Source: an optimization exercise on an open RTL-to-GDS flow (aim: small area). Production flows keep margins and buffers that such runs may drop.
The RTL was checked by simulation tests, not by an equivalence proof against the original design.
Power figures rest on the tool's default switching activity, not on a simulated workload. The clock port is modelled as an ideal driver; clocking choices that lean on that would not hold on a real chip.

## top
module top (
    input             clk,
    input             rst,
    input             div_ready,
    input             div_datavalid_i,
    input      [31:0] div_dividend_i,
    input      [31:0] div_divisor_i,
    output reg        div_doing_o,
    output reg        div_qrvalid_o,
    output     [31:0] div_quotient_o,
    output     [31:0] div_remainder_o
);
    wire v_in = div_datavalid_i & (|div_divisor_i);
    wire [0:0] t0 = div_dividend_i[31];
    wire hi0 = |div_divisor_i[31:1];
    wire [1:0] c0;
    wire [0:0] d0;
    assign c0[0] = 1'b0;
    assign d0[0] = t0[0] ^ div_divisor_i[0] ^ c0[0];
    assign c0[1] = (~t0[0] & (div_divisor_i[0] | c0[0])) | (div_divisor_i[0] & c0[0]);
    wire qb0 = ~c0[1] & ~hi0;
    wire [0:0] r0 = qb0 ? d0 : t0;
    wire [30:0] a0 = div_dividend_i[30:0];
    wire [0:0] q0 = qb0;
    wire [1:0] t1 = {r0, a0[30]};
    wire hi1 = |div_divisor_i[31:2];
    wire [2:0] c1;
    wire [1:0] d1;
    assign c1[0] = 1'b0;
    assign d1[0] = t1[0] ^ div_divisor_i[0] ^ c1[0];
    assign c1[1] = (~t1[0] & (div_divisor_i[0] | c1[0])) | (div_divisor_i[0] & c1[0]);
    assign d1[1] = t1[1] ^ div_divisor_i[1] ^ c1[1];
    assign c1[2] = (~t1[1] & (div_divisor_i[1] | c1[1])) | (div_divisor_i[1] & c1[1]);
    wire qb1 = ~c1[2] & ~hi1;
    wire [1:0] r1 = qb1 ? d1 : t1;
    wire [29:0] a1 = a0[29:0];
    wire [1:0] q1 = {q0, qb1};
    wire [2:0] t2 = {r1, a1[29]};
    wire hi2 = |div_divisor_i[31:3];
    wire [3:0] c2;
    wire [2:0] d2;
    assign c2[0] = 1'b0;
    assign d2[0] = t2[0] ^ div_divisor_i[0] ^ c2[0];
    assign c2[1] = (~t2[0] & (div_divisor_i[0] | c2[0])) | (div_divisor_i[0] & c2[0]);
  ...
export LEC_CHECK = 0
export CAP_MARGIN = 20
export CORE_MARGIN = 2
export CORE_UTILIZATION = 60
export CTS_CLUSTER_DIAMETER = 110
export CTS_CLUSTER_SIZE = 30
export SLEW_MARGIN = 20
create_clock -name core_clock -period 7.5 [get_ports {clk}]
standard.sh (not shown) runs the stock make flow with config.mk's settings and CLKGATE_MAP_FILE= SYNTH_SCRIPT=/design/flow/synth_recipe.tcl, a recipe that flattens the netlist after the stock synthesis.
==> flow/flow/run.sh <==
#!/bin/bash
# The standard layout (standard.sh, which runs the standard synthesis and ORFS
# unchanged) with two placement/CTS options set through ORFS's own variables:
#  - every input and output port still gets its own buffer, but a buf_1 rather
#    than the larger default cell (the resizer may still upsize it);
#  - clock tree synthesis adds no dummy loads.
# make's full output goes to standard_flow.log; ORFS keeps each step's log
# under orfs/logs.
set -euo pipefail
export BUFFER_PORTS_ARGS="-inputs -outputs -buffer_cell sky130_fd_sc_hd__buf_1"
export CTS_ARGS="-sink_clustering_enable -repair_clock_nets -dont_use_dummy_load -sink_clustering_size 30 -sink_clustering_max_diameter 110"
bash standard.sh > standard_flow.log 2>&1
Then changed:
==> flow/run.sh (new file) <==
#!/bin/bash
# synth_recipe.tcl (not shown) runs the flow's synth.tcl, then flattens the netlist and writes it again
# the make line also repeats each setting of config.mk as NAME=value (left out here)
make -C /OpenROAD-flow-scripts/flow DESIGN_CONFIG=/design/flow/config.mk WORK_HOME=/design/flow/orfs CLKGATE_MAP_FILE= SYNTH_SCRIPT=/design/flow/synth_recipe.tcl finish
Settings changed: CTS_CLUSTER_DIAMETER 110 to 100, CTS_CLUSTER_SIZE 30 to 24.
removed: flow/flow/run.sh
removed: flow/standard.sh
Effect: Clock-buffer cell count rose by 21. Clock power rose by 15%. Via count barely changes. Die area is unchanged. First-iteration DRC count rose by 3.7%. Fmax rose by 1.7%.


## v52
top again, from the RTL that the note above started with.
// top
module top (
    input             clk,
    input             rst,
    input             div_ready,
    input             div_datavalid_i,
    input      [31:0] div_dividend_i,
    input      [31:0] div_divisor_i,
    output reg        div_doing_o,
    output reg        div_qrvalid_o,
    output     [31:0] div_quotient_o,
    output     [31:0] div_remainder_o
);
Settings: LEC_CHECK=0, CAP_MARGIN=20, CORE_MARGIN=2, CORE_UTILIZATION=60, CTS_CLUSTER_DIAMETER=100, CTS_CLUSTER_SIZE=24, SLEW_MARGIN=20; clock period 7.5 ns.
==> flow/flow/run.sh <==
#!/bin/bash
# The standard layout (standard.sh, which runs the standard synthesis and ORFS
# unchanged) with two placement/CTS options set through ORFS's own variables:
#  - every input and output port still gets its own buffer, but a buf_1 rather
#    than the larger default cell (the resizer may still upsize it);
#  - clock tree synthesis adds no dummy loads.
# make's full output goes to standard_flow.log; ORFS keeps each step's log
# under orfs/logs.
set -euo pipefail
export BUFFER_PORTS_ARGS="-inputs -outputs -buffer_cell sky130_fd_sc_hd__buf_1"
export CTS_ARGS="-sink_clustering_enable -repair_clock_nets -dont_use_dummy_load -sink_clustering_size 24 -sink_clustering_max_diameter 100"
bash standard.sh > standard_flow.log 2>&1
v52: PASS, flow complete, no timing, DRC or antenna violations
The following lists how v40 was set up differently from v52:
diff --git a/flow/flow/run.sh b/flow/flow/run.sh
--- a/flow/flow/run.sh
+++ b/flow/flow/run.sh
@@ -5,3 +5,4 @@
 #    than the larger default cell (the resizer may still upsize it);
-#  - clock tree synthesis adds no dummy loads.
+#  - clock tree synthesis adds no dummy loads;
+#  - after global routing, gates with positive slack are downsized (RECOVER_POWER).
 # make's full output goes to standard_flow.log; ORFS keeps each step's log
@@ -10,2 +11,3 @@
 export BUFFER_PORTS_ARGS="-inputs -outputs -buffer_cell sky130_fd_sc_hd__buf_1"
+export RECOVER_POWER=100
 export CTS_ARGS="-sink_clustering_enable -repair_clock_nets -dont_use_dummy_load -sink_clustering_size 24 -sink_clustering_max_diameter 100"
==> summary.txt <==
v40: period utilization 1.3 points above v52
Looking at first element of the critical path, the b_s8[0]$_DFF_P_ result is from v52; the a_s13[1]$_DFF_P_ one comes from v40.
Between v52 and v40, the difference in combined area of the multi-input logic cells is negligible.
v40 against v52: number of fill cells essentially unchanged, area share of buffers outside the clock network shows no meaningful change, minimum clock period now larger.
Compared with v52, in v40 met2 routing resource usage after global routing saw little to no change, fmax saw a decrease, worst setup slack saw a decrease.
v40 completed end to end; final checks failed (capacitance limit, slew limit).
Relative to v40, the following input files were edited for v3:
Settings: CTS_CLUSTER_DIAMETER now 120, was 100; CORE_UTILIZATION now 40, was 60; CTS_CLUSTER_SIZE now 30, was 24.
==> flow/run.sh (new file) <==
#!/bin/bash
# synth_recipe.tcl (not shown) runs the flow's synth.tcl, then flattens the netlist and writes it again
# the make line also repeats each setting of config.mk as NAME=value (left out here)
make -C /OpenROAD-flow-scripts/flow DESIGN_CONFIG=/design/flow/config.mk WORK_HOME=/design/flow/orfs CLKGATE_MAP_FILE= SYNTH_SCRIPT=/design/flow/synth_recipe.tcl finish
removed: flow/flow/run.sh
removed: flow/standard.sh
--- outcome ---
v3 has completed all stages; timing, DRC and antenna checks passed. Looking at fraction of area in registers across v3 and v40, the one that comes out lower is v3. Aggregate global-route resource usage in v3 is 7.1 points below v40. Between v3 and v40, multi-input logic portion of the cell area is lower for v3, v40 comes in above that.
The inputs of v56 differ from those of v3 as listed below.
Settings: CTS_CLUSTER_DIAMETER now 70, was 120.
--- outcome ---
Diff v3 -> v56: hold slack has decreased, ratio of total power to cell area has increased, global routing usage summed across all routing layers has remained practically unchanged.
Delta (v56 minus v3): final cell count without fillers moved up, critical path data arrival time shrank by 0.07 ns.
Buffer share of cell area essentially unchanged between v56 and v3.


top, a different RTL version from the one above (not shown whole).
Size in the first run: roughly 5,800 cells after synthesis, about 1,900 flip-flops, about 130 I/O pins.
==> flow/config.mk <==
export PLATFORM = sky130hd
export DESIGN_NAME = top
export DESIGN_NICKNAME = top
export VERILOG_FILES = /design/flow/design.v
export SDC_FILE = /design/flow/constraint.sdc
export NUM_CORES = 4
export LEC_CHECK = 0
export CAP_MARGIN = 20
export CORE_MARGIN = 2
export CORE_UTILIZATION = 70
export SLEW_MARGIN = 20
==> flow/constraint.sdc <==
create_clock -name core_clock -period 7.5 [get_ports {clk}]
set_input_delay 1.5000 -clock core_clock [delete_from_list [all_inputs] [get_ports {clk}]]
set_output_delay 1.5000 -clock core_clock [all_outputs]
set_load 0.01 [all_outputs]
==> flow/flow/run.sh <==
#!/bin/bash
# The standard layout (standard.sh, which runs the standard synthesis and ORFS
# unchanged) with two placement/CTS options set through ORFS's own variables:
#  - every input and output port still gets its own buffer, but a buf_1 rather
#    than the larger default cell (the resizer may still upsize it);
#  - clock tree synthesis adds no dummy loads.
# make's full output goes to standard_flow.log; ORFS keeps each step's log
# under orfs/logs.
set -euo pipefail
export BUFFER_PORTS_ARGS="-inputs -outputs -buffer_cell sky130_fd_sc_hd__buf_1"
export CTS_ARGS="-sink_clustering_enable -repair_clock_nets -dont_use_dummy_load -sink_clustering_size 30 -sink_clustering_max_diameter 110"
bash standard.sh > standard_flow.log 2>&1
==> next run, changes <==
CORE_UTILIZATION = 60   (was 70)
CTS_CLUSTER_DIAMETER = 110   (was not set)
CTS_CLUSTER_SIZE = 30   (was not set)
The changed run finished clean.
Area after synthesis does not change.
Worst setup slack improves by 0.026 ns.
Final cell count went up by a few percent.
Final area went up slightly.


top with an RTL version that a note above also has.
For scale: ~5,800 cells after synthesis, roughly 1,900 flip-flops, about 130 I/O pins, roughly 66,000 um^2 of cells after synthesis.
==> flow/config.mk <==
export PLATFORM = sky130hd
export DESIGN_NAME = top
export DESIGN_NICKNAME = top
export VERILOG_FILES = /design/flow/design.v
export SDC_FILE = /design/flow/constraint.sdc
export NUM_CORES = 4
export LEC_CHECK = 0
export CAP_MARGIN = 20
export CORE_MARGIN = 2
export CORE_UTILIZATION = 40
export CTS_CLUSTER_DIAMETER = 110
export CTS_CLUSTER_SIZE = 28
export SLEW_MARGIN = 20
==> flow/constraint.sdc <==
create_clock -name core_clock -period 7.5 [get_ports {clk}]
set_input_delay 1.5000 -clock core_clock [delete_from_list [all_inputs] [get_ports {clk}]]
set_output_delay 1.5000 -clock core_clock [all_outputs]
set_load 0.01 [all_outputs]
run.sh (not shown) runs the stock make flow with config.mk's settings and CLKGATE_MAP_FILE= SYNTH_SCRIPT=/design/flow/synth_recipe.tcl, a recipe that flattens the netlist after the stock synthesis.
Stock flow here: none of the scripts above is used.
The baseline completed with no timing, DRC or antenna violations.
Then changed:
--- a/flow/config.mk
+++ b/flow/config.mk
@@ -9,5 +9,5 @@
 export CORE_MARGIN = 2
 export CORE_UTILIZATION = 40
-export CTS_CLUSTER_DIAMETER = 110
-export CTS_CLUSTER_SIZE = 28
+export CTS_CLUSTER_DIAMETER = 100
+export CTS_CLUSTER_SIZE = 24
 export SLEW_MARGIN = 20
Effect:
- The changed run passed the timing, design-rule and antenna checks
- combinational power is about the same
- register-to-register slack gets better by 0.02 ns
- die area does not change
- sequential share of layout area went down by 0.26 points
- sequential power barely changes
- cell count is about the same
- non-clock buffer count stays the same
- setup slack gets better by 0.017 ns
- hold slack gets worse by 0.028 ns
- clock-buffer cell count went up by 13
- power went up by 1.9%
Then changed:
==> flow/flow/run.sh (new file) <==
#!/bin/bash
# The standard layout (standard.sh, which runs the standard synthesis and ORFS
# unchanged) with two placement/CTS options set through ORFS's own variables:
#  - every input and output port still gets its own buffer, but a buf_1 rather
#    than the larger default cell (the resizer may still upsize it);
#  - clock tree synthesis adds no dummy loads.
# make's full output goes to standard_flow.log; ORFS keeps each step's log
# under orfs/logs.
set -euo pipefail
export BUFFER_PORTS_ARGS="-inputs -outputs -buffer_cell sky130_fd_sc_hd__buf_1"
export CTS_ARGS="-sink_clustering_enable -repair_clock_nets -dont_use_dummy_load -sink_clustering_size 24 -sink_clustering_max_diameter 100"
bash standard.sh > standard_flow.log 2>&1
==> flow/standard.sh (new file) <==
#!/bin/bash
# synth_recipe.tcl (not shown) runs the flow's synth.tcl, then flattens the netlist and writes it again
# the make line also repeats each setting of config.mk as NAME=value (left out here)
make -C /OpenROAD-flow-scripts/flow DESIGN_CONFIG=/design/flow/config.mk WORK_HOME=/design/flow/orfs CLKGATE_MAP_FILE= SYNTH_SCRIPT=/design/flow/synth_recipe.tcl "${@:-finish}"
removed: flow/run.sh
Result: Worst setup slack gets worse by 0.023 ns; design area came out lower by 2.0%; cell count came out lower by 0.56%.

==> static timing again, ports no longer ideal <==
The results above use ideal ports. As a check the final layouts listed here were re-extracted and re-timed, cells and wires unchanged.
Step 1, drivers: a clkbuf_16 drives clk and a buf_2 each remaining input, both assumed.
Step 2 moves the port delays by t, midway between the first and last clock arrival at a register: inputs arrive t later, outputs are due t later. That takes back most of the time a late clock gives input paths.
Slacks: ideal / step 1 / step 2; pairs: ideal / step 1.
| run | t (ns) | setup WS [ns] | clock arrival spread, ns | worst slew at a driven data input, ns | cell pins on the clock port's net |
|---|---|---|---|---|---|
| the first run of note 1 | 0.719 | 0.462 / 0.462 / 0.462 | 0.031 / 0.032 | 0.07 | 1 |
| the second run of note 1 | 0.762 | 0.581 / 0.581 / 0.186 | 0.024 / 0.024 | 0.07 | 1 |
| v52 | 0.718 | 0.405 / 0.405 / 0.405 | 0.059 / 0.059 | 0.06 | 1 |
| v40 | 0.718 | 0.308 / 0.308 / 0.259 | 0.058 / 0.058 | 0.06 | 1 |
| v3 | 0.791 | 0.540 / 0.540 / 0.170 | 0.040 / 0.040 | 0.07 | 1 |
| v56 | 0.835 | 0.640 / 0.640 / 0.137 | 0.097 / 0.096 | 0.07 | 1 |
| the first run of note 3 | 0.724 | 0.525 / 0.525 / 0.178 | 0.075 / 0.075 | 0.08 | 1 |
| the second run of note 3 | 0.717 | 0.551 / 0.551 / 0.479 | 0.071 / 0.071 | 0.08 | 1 |
| the first run of note 4 | 0.787 | 0.479 / 0.479 / 0.172 | 0.065 / 0.065 | 0.07 | 1 |
| the second run of note 4 | 0.811 | 0.496 / 0.496 / 0.139 | 0.081 / 0.081 | 0.07 | 1 |
| the third run of note 4 | 0.776 | 0.473 / 0.473 / 0.224 | 0.133 / 0.133 | 0.04 | 1 |
For v56, which loses most, drivers alone change the setup slack by 0.000 ns; drivers and shift together by -0.503 ns.
